Background: an optimization exercise with open tools, aiming at a short achievable clock period and few clock cycles. Do not read the settings as production practice.
No functional check of the RTL was part of this run.
The clock cells of this run come from the design's own scripts or RTL, not from TritonCTS.
No driver is modelled on the clock port, so clock power and skew are understated where the tree is cut down; a real chip needs a root buffer or a tree.
Power and IR drop assume default switching activity.

**design/flow/config.mk**
```make
export PLATFORM = sky130hd
export DESIGN_NAME = ShortestPath
export DESIGN_NICKNAME = ShortestPath
export VERILOG_FILES = /design/flow/design.v
export SDC_FILE = /design/flow/constraint.sdc
export NUM_CORES = 4
export LEC_CHECK = 0
export CAP_MARGIN = 20
export CORE_MARGIN = 2
export CORE_UTILIZATION = 40
export SLEW_MARGIN = 20
export TNS_END_PERCENT = 100
```
**design/flow/constraint.sdc**
```tcl
create_clock -name core_clock -period 7.0 [get_ports {Clk}]
set_input_delay 1.4000 -clock core_clock [delete_from_list [all_inputs] [get_ports {Clk}]]
set_output_delay 1.4000 -clock core_clock [all_outputs]
set_load 0.01 [all_outputs]
```
**design/flow/design.v**
```verilog
`timescale 1 ns/1 ns
module ShortestPath(Go, Clk, Rst, L_In, M_In, L_Out, P_Out, M_Addr, L_Addr, P_Addr,
				M_En, M_Rw, L_En, L_Rw, P_En, P_Rw, Done);
	input Go;
	input Clk, Rst;
	input [7:0] L_In, M_In;
	output [7:0] L_Out;
	output [7:0] P_Out;
	output [12:0] M_Addr, L_Addr, P_Addr;
	output M_En, M_Rw, L_En, L_Rw, P_En, P_Rw, Done;
	localparam [12:0] LAST = 13'd8191;
	reg        iss;
	reg [12:0] cnt;
	reg        m_en_r;
	reg [12:0] m_addr_r;
	reg        vd;
	reg        v1;
	reg [7:0]  m1;
	reg        v2;
	reg [12:0] idx2;
	reg [7:0]  l, h1, h2, h3;
	reg [1:0]  dir2;
	reg        w_en_r;
	reg [7:0]  l_out_r;
	reg [1:0]  p_out_r;
	reg [12:0] l_addr_r, p_addr_r;
	reg        last_o;
	reg        done_r;
	assign M_En   = m_en_r;
	assign M_Rw   = 1'b0;
	assign M_Addr = m_addr_r;
	assign L_En   = w_en_r;
	assign L_Rw   = 1'b1;
	assign L_Addr = l_addr_r;
	assign L_Out  = l_out_r;
	assign P_En   = w_en_r;
	assign P_Rw   = 1'b1;
	assign P_Addr = p_addr_r;
	assign P_Out  = {6'b000010, p_out_r};
	assign Done   = done_r;
	wire [3:0] cell1    = idx2[3:0] + 4'd1;
	wire       fi0      = cell1[3:2] == 2'd0;
	wire       fj0      = cell1[1:0] == 2'd0;
	wire [7:0] left     = l;
	wire [7:0] up       = h3;
	wire [7:0] sum_left = add8(m1, left);
	wire [7:0] sum_up   = add8(m1, up);
	wire       up_lt    = up < left;
	function [7:0] add8(input [7:0] a, input [7:0] b);
		reg [7:0] g, p, g1, p1, g2, p2, g3;
		integer k;
		begin
			g = a & b;
			p = a ^ b;
			g1 = g; p1 = p;
			for (k = 1; k < 8; k = k + 2) begin
				g1[k] = g[k] | (p[k] & g[k-1]);
				p1[k] = p[k] & p[k-1];
			end
			g2 = g1; p2 = p1;
			for (k = 2; k < 8; k = k + 1)
				if (k % 4 >= 2) begin
					g2[k] = g1[k] | (p1[k] & g1[k - k % 4 + 1]);
					p2[k] = p1[k] & p1[k - k % 4 + 1];
				end
			g3 = g2;
			for (k = 4; k < 8; k = k + 1)
				g3[k] = g2[k] | (p2[k] & g2[3]);
			add8 = p ^ {g3[6:0], 1'b0};
		end
	endfunction
	always @(posedge Clk) begin
		if (Rst) begin
			iss    <= 1'b0;
			m_en_r <= 1'b0;
			vd     <= 1'b0;
			v1     <= 1'b0;
			v2     <= 1'b0;
			w_en_r <= 1'b0;
			last_o <= 1'b0;
			done_r <= 1'b0;
		end else begin
			if (Go)
				iss <= 1'b1;
			else if (iss && cnt == LAST)
				iss <= 1'b0;
			m_en_r <= iss;
			vd     <= m_en_r;
			v1     <= vd;
			v2     <= v1;
			w_en_r <= v2;
			last_o <= v2 && !v1;
			done_r <= last_o;
		end
		cnt      <= iss ? cnt + 13'd1 : 13'd0;
		m_addr_r <= cnt;
		m1   <= M_In;
		idx2 <= v1 ? idx2 + 13'd1 : 13'h1fff;
		if (fi0 && fj0) begin
			l    <= m1;
			dir2 <= 2'b00;        
		end else if (fi0) begin
			l    <= sum_left;
			dir2 <= 2'b01;        
		end else if (fj0) begin
			l    <= sum_up;
			dir2 <= 2'b10;        
		end else if (up_lt) begin
			l    <= sum_up;
			dir2 <= 2'b10;        
		end else begin
			l    <= sum_left;
			dir2 <= 2'b01;        
		end
		h1 <= l;
		h2 <= h1;
		h3 <= h2;
		l_out_r  <= v2 ? l : 8'd0;
		p_out_r  <= dir2;
		l_addr_r <= idx2;
		p_addr_r <= v2 ? idx2 : 13'd0;
	end
endmodule
```
**design/flow/flow/run.sh**
```bash
#!/bin/bash
# Standard ORFS layout, except that after CTS the clock tree is replaced by one level
# of clock buffers fed straight from the clock port (see flow/clock_tree.tcl), and
# timing repair aims for a slack of 5.0 ns.
set -euo pipefail
here=$(pwd)
bash standard.sh SETUP_SLACK_MARGIN=5.0 POST_CTS_TCL="$here/flow/clock_tree.tcl" finish > standard.log 2>&1
```
**design/flow/flow/clock_tree.tcl**
```tcl
# Replace the CTS tree with a single level of NBUF clock buffers driven directly by the
# clock port. The registers are split into NBUF balanced groups by position (median
# split on x, then on y) and each group gets a buffer at its centroid.
set nbuf 4
set buf_cell sky130_fd_sc_hd__clkbuf_16

set db [ord::get_db]
set block [ord::get_db_block]
set clk_net [$block findNet Clk]
set buf_master [$db findMaster $buf_cell]

# Walk the clock tree from the port: registers are sinks, everything else is tree.
set sinks {}
set tree_insts {}
set tree_nets {}
set queue [list $clk_net]
while {[llength $queue] > 0} {
  set net [lindex $queue 0]
  set queue [lrange $queue 1 end]
  foreach it [$net getITerms] {
    if {[$it getIoType] ne "INPUT"} { continue }
    set inst [$it getInst]
    set master [$inst getMaster]
    if {[$master isSequential]} {
      lappend sinks $it
      continue
    }
    set mname [$master getName]
    set is_buf [string match "*buf*" $mname]
    lappend tree_insts $inst
    foreach ot [$inst getITerms] {
      if {[$ot getIoType] eq "OUTPUT" && [$ot getNet] ne "NULL"} {
        if {!$is_buf} {
          error "clock_tree.tcl: $mname ([$inst getName]) drives a net on the clock tree"
        }
        lappend queue [$ot getNet]
        lappend tree_nets [$ot getNet]
      }
    }
  }
}
puts "clock_tree.tcl: [llength $sinks] sinks, removing [llength $tree_insts] tree cells"

foreach inst $tree_insts {
  foreach it [$inst getITerms] { $it disconnect }
  odb::dbInst_destroy $inst
}
foreach net $tree_nets {
  if {[llength [$net getITerms]] == 0} { odb::dbNet_destroy $net }
}

# sink positions (pin centres)
set pts {}
foreach it $sinks {
  set box [[$it getInst] getBBox]
  set x [expr {([$box xMin] + [$box xMax]) / 2}]
  set y [expr {([$box yMin] + [$box yMax]) / 2}]
  lappend pts [list $x $y $it]
}

proc split_half {pts idx} {
  set s [lsort -integer -index $idx $pts]
  set h [expr {[llength $s] / 2}]
  return [list [lrange $s 0 [expr {$h - 1}]] [lrange $s $h end]]
}

set groups {}
foreach half [split_half $pts 0] {
  foreach q [split_half $half 1] { lappend groups $q }
}

set k 0
foreach g $groups {
  set net [odb::dbNet_create $block "clknet_m$k"]
  $net setSigType CLOCK
  set inst [odb::dbInst_create $block $buf_master "clkbuf_m$k"]
  set sx 0; set sy 0
  foreach p $g {
    set it [lindex $p 2]
    $it disconnect
    $it connect $net
    incr sx [lindex $p 0]
    incr sy [lindex $p 1]
  }
  set n [llength $g]
  set cx [expr {$sx / $n}]
  set cy [expr {$sy / $n}]
  foreach it [$inst getITerms] {
    set mt [[$it getMTerm] getName]
    if {$mt eq "A"} { $it connect $clk_net }
    if {$mt eq "X"} { $it connect $net }
  }
  set w [[$inst getMaster] getWidth]
  set hgt [[$inst getMaster] getHeight]
  $inst setLocation [expr {$cx - $w / 2}] [expr {$cy - $hgt / 2}]
  $inst setPlacementStatus PLACED
  puts "clock_tree.tcl: clkbuf_m$k drives $n sinks at ($cx, $cy)"
  incr k
}

detailed_placement
check_placement -verbose
estimate_parasitics -placement
repair_timing_helper
detailed_placement
check_placement -verbose
report_clock_skew
report_checks -path_delay max -format full_clock_expanded
```
**design/flow/standard.sh**
```bash
#!/bin/bash
# synth_recipe.tcl (not shown) runs the flow's synth.tcl, then flattens the netlist and writes it again
# the make line also repeats each setting of config.mk as NAME=value (left out here)
make -C /OpenROAD-flow-scripts/flow DESIGN_CONFIG=/design/flow/config.mk WORK_HOME=/design/flow/orfs CLKGATE_MAP_FILE= SYNTH_SCRIPT=/design/flow/synth_recipe.tcl "${@:-finish}"
```
==> summary.txt <==
- Commonest non-fill, non-tap cell in the layout: dfxtp_1
- Die X: 106.9 um
- Rel. slew slack: 50.59%
- Routed Antenna Nets: 0
- Core area: 0.01028 sq mm
- Status: finished clean
- Final global-route overflow total: 0
- Leakage: 2.242 nW
- Max Used Layer: met4
- IO Port Bufs: 63
- Global-route wire length before repair: 12100 um
- Clock network power share: 20.9%
- Die area: 0.01142 sq mm
- Critical path type: reg -> out
- Crit path max-delay family: flip-flops
- Starting Density: 41.17%
- Die height: 106.9 um
- Ys async rst share: 0%
- Most common flop cell mapped by yosys: dfxtp_1
- Part of the power in combinational logic: 18.6%
- DR vias: 2612
- CP peak stage delay: 330 ps
- Post-DP HPWL: 5002 um
- Type of origin of the critical path: flip-flop
- Clk slew on worst S/H paths: 110 ps
- Max Clock Freq: 493.3 MHz
- Drt first pass iters: 4
- Final wirelength: 7421 um
- Num Clock Sinks: 125
- Mapped Area: 0.004232 sq mm
- DRC: 0
- VDD IR max: 123.2 uV
- Post-synthesis cell count: 367
- Slowest stage cell, crit path: dfxtp_2
- Share of the synthesized area in the top cell type: 59.14%
- Max Slew Vio Count: 0
- Cell taking the most area after synthesis: dfxtp_1
- Avg Cell Area, Syn: 11.53 sq um
- DRT iter0 DRCs: 45
- CP Data Arrival Time: 630 ps
- CP Max Fanout: 2
- Number of register bits inferred by synthesis: 125
- Worst setup EP type: primary output
- All-layer global routing usage: 13.39%
- Worst Clk Skew: 7.112 ps
- Max cap viols: 0
- Switching Fraction: 24.61%
- Antenna Cells: 0
- Number of global-route vias before repair: 2473
- Multi-input gate area: 0.001794 sq mm
- Initial antenna violation count: 0
- P&R area growth vs syn: 22.97%
- Final Hold Viols: 0
- Met3 WL post-DR: 325 um
- Tmin final: 2027 ps
- Register area: 0.002537 sq mm
- Synth warn: 1
- Slew @ Worst Pin: 740.1 ps
- HP Class: reg -> reg
- Sw power: 0.0003212 W
- Synth top area cells: dfxtp_1, ha_1, and2_1
- Setup TNS: 0 ps
- Setup Viol. Count Final: 0
- Clock latency on the worst-skew pair: 170 ps
- WP buf/inv: 1
- Worst endpoint required time: 5600 ps
- Total power per unit cell area: 250.8 mW/mm^2
- Share of cells above drive strength 1: 26.79%
- Final #Nets: 497
- Sequential fraction of design power: 60.5%
- Wl on met1: 3450 um
- Routed wl met2: 3550 um
- Layout fillers: 970
- Unrepaired setup endpoints after global routing: yes
- Synth cell types: 44
- Seq/Total Area, Yosys: 59.14%
- Wirelength per Cell: 13.04 um
- Most frequent cells in the layout: dfxtp_1, buf_2, and2_1, dfxtp_2
- Number of flops mapped to enable cells by yosys: 0
- Largest net degree at the start of global routing: 33
- Overall power: 0.001305 W
- I/O pin count: 81
- Int Pwr: 0.0009840 W
- # rows: 37
- Vias per cell: 4.591
- Period utilization: 28.96%
- Worst-path cell chain: buf_2
- RePlAce Congestion: 0.7980
[metal layers]
| layer | up-vias | GRT usage (%) |
|---|---|---|
| li1 | 1330 | - |
| met1 | 1224 | 18.39 |
| met2 | 51 | 20.75 |
| met3 | 7 | 3.526 |
| met4 | 0 | 4.082 |
| met5 | - | 0 |
[Yosys cell counts (2+ instances only)]
cell	n
nand4_1	4
nand3_1	11
inv_1	13
nand2b_1	3
a21oi_1	10
a211oi_1	2
conb_1	2
and4_1	3
buf_4	11
or3_1	2
nor4_1	2
xnor2_1	11
o311ai_0	2
and2_1	33
and3_1	2
fa_1	6
nor2_1	15
nand3b_1	2
ha_1	21
dfxtp_1	125
xor2_1	16
mux2i_1	4
a31oi_1	2
a221oi_1	3
nor3_1	2
nor2b_1	10
clkbuf_1	4
nand2_1	19
a21o_1	5
o21ai_0	8
[path summary, 6_finish.rpt]
check / startpoint / end / slack, ps / depth (start not counted)
min: h2[1] / h3[1] / 340 / 0
min reg2reg: h2[1] / h3[1] / 340 / 0
max: w_en_r / P_En / 4970 / 1
max reg2reg: m1[0] / l[4] / 4980 / 6
[through the flow]
| step | hold slack [ps] | util (%) | worst slack (ps) | instance area (sq um) | cells |
|---|---|---|---|---|---|
| 2_1_floorplan | 309.6 | - | 5017 | 4258 | 374 |
| 3_3_place_gp | 309.9 | 48.11 | 4616 | 4945 | 556 |
| 3_5_place_dp | 312.1 | 48.11 | 4594 | 4945 | 556 |
| 5_1_grt | 345.0 | 50.63 | 4917 | 5204 | 569 |
| 6_report | 336.4 | 50.63 | 4973 | 5204 | 569 |
[power groups by stage]
stage | logic (W) | clock network (W) | registers, W
after floorplan | 0.000141 | 0 | 0.000794
after global placement | 0.000178 | 0 | 0.000802
after detailed placement | 0.000183 | 0 | 0.000804
after global routing | 0.000273 | 0.000309 | 0.000795
final | 0.000243 | 0.000273 | 0.000790
[sequential cells by signal, summed over array words and instances (netlist names), 13 cells and up]
register  count
idx2         13
cnt          13
p_addr_r     13
m_addr_r     13
l_addr_r     13
[kinds of logic (layout without fill, tap and decap cells)]
| kind of cell | after synthesis | in the layout | synth area share, % |
|---|---|---|---|
| multiplexers | 4 | 4 | 0.9462 |
| XOR/XNOR | 27 | 27 | 5.588 |
| flip-flops | 125 | 125 | 59.14 |
| adder cells (fa/ha/maj) | 27 | 27 | 9.048 |
| AO/OA/AOI/OAI | 41 | 42 | 6.919 |
| other | 2 | 9 | 0.1775 |
| buffers and inverters | 30 | 88 | 3.844 |
| AND/OR/NAND/NOR | 111 | 111 | 14.34 |
[area by class of cell]
| type | count | share of cell area, % |
|---|---|---|
| Sequential cell | 125 | 48.76 |
| Buffer | 4 | 1.924 |
| Multi-Input combinational cell | 220 | 34.48 |
| Inverter | 13 | 0.9377 |
| Timing Repair Buffer | 71 | 10.63 |
| Tap cell | 136 | 3.270 |

[re-timing with driven ports]
Ports are ideal in the flow. The routed layout listed here was re-timed in OpenROAD.
Step 1 assumes that a clkbuf_16 drives the clock port and a buf_2 every other input.
Step 2 also shifts input and output timing later by t, the mid clock arrival at the registers, as if the neighbouring blocks saw the same clock.
a / b / c = no drivers / after step 1 / after step 2; a / b = the first two.
t (ns): 0.244
setup slack, ns: 4.973 / 4.898 / 4.889
worst hold slack (ns): 0.336 / 0.336 / 0.336
After both steps this run still meets setup and hold. The setup slack of this run moves by -0.075 ns with the drivers and by -0.084 ns with both steps.
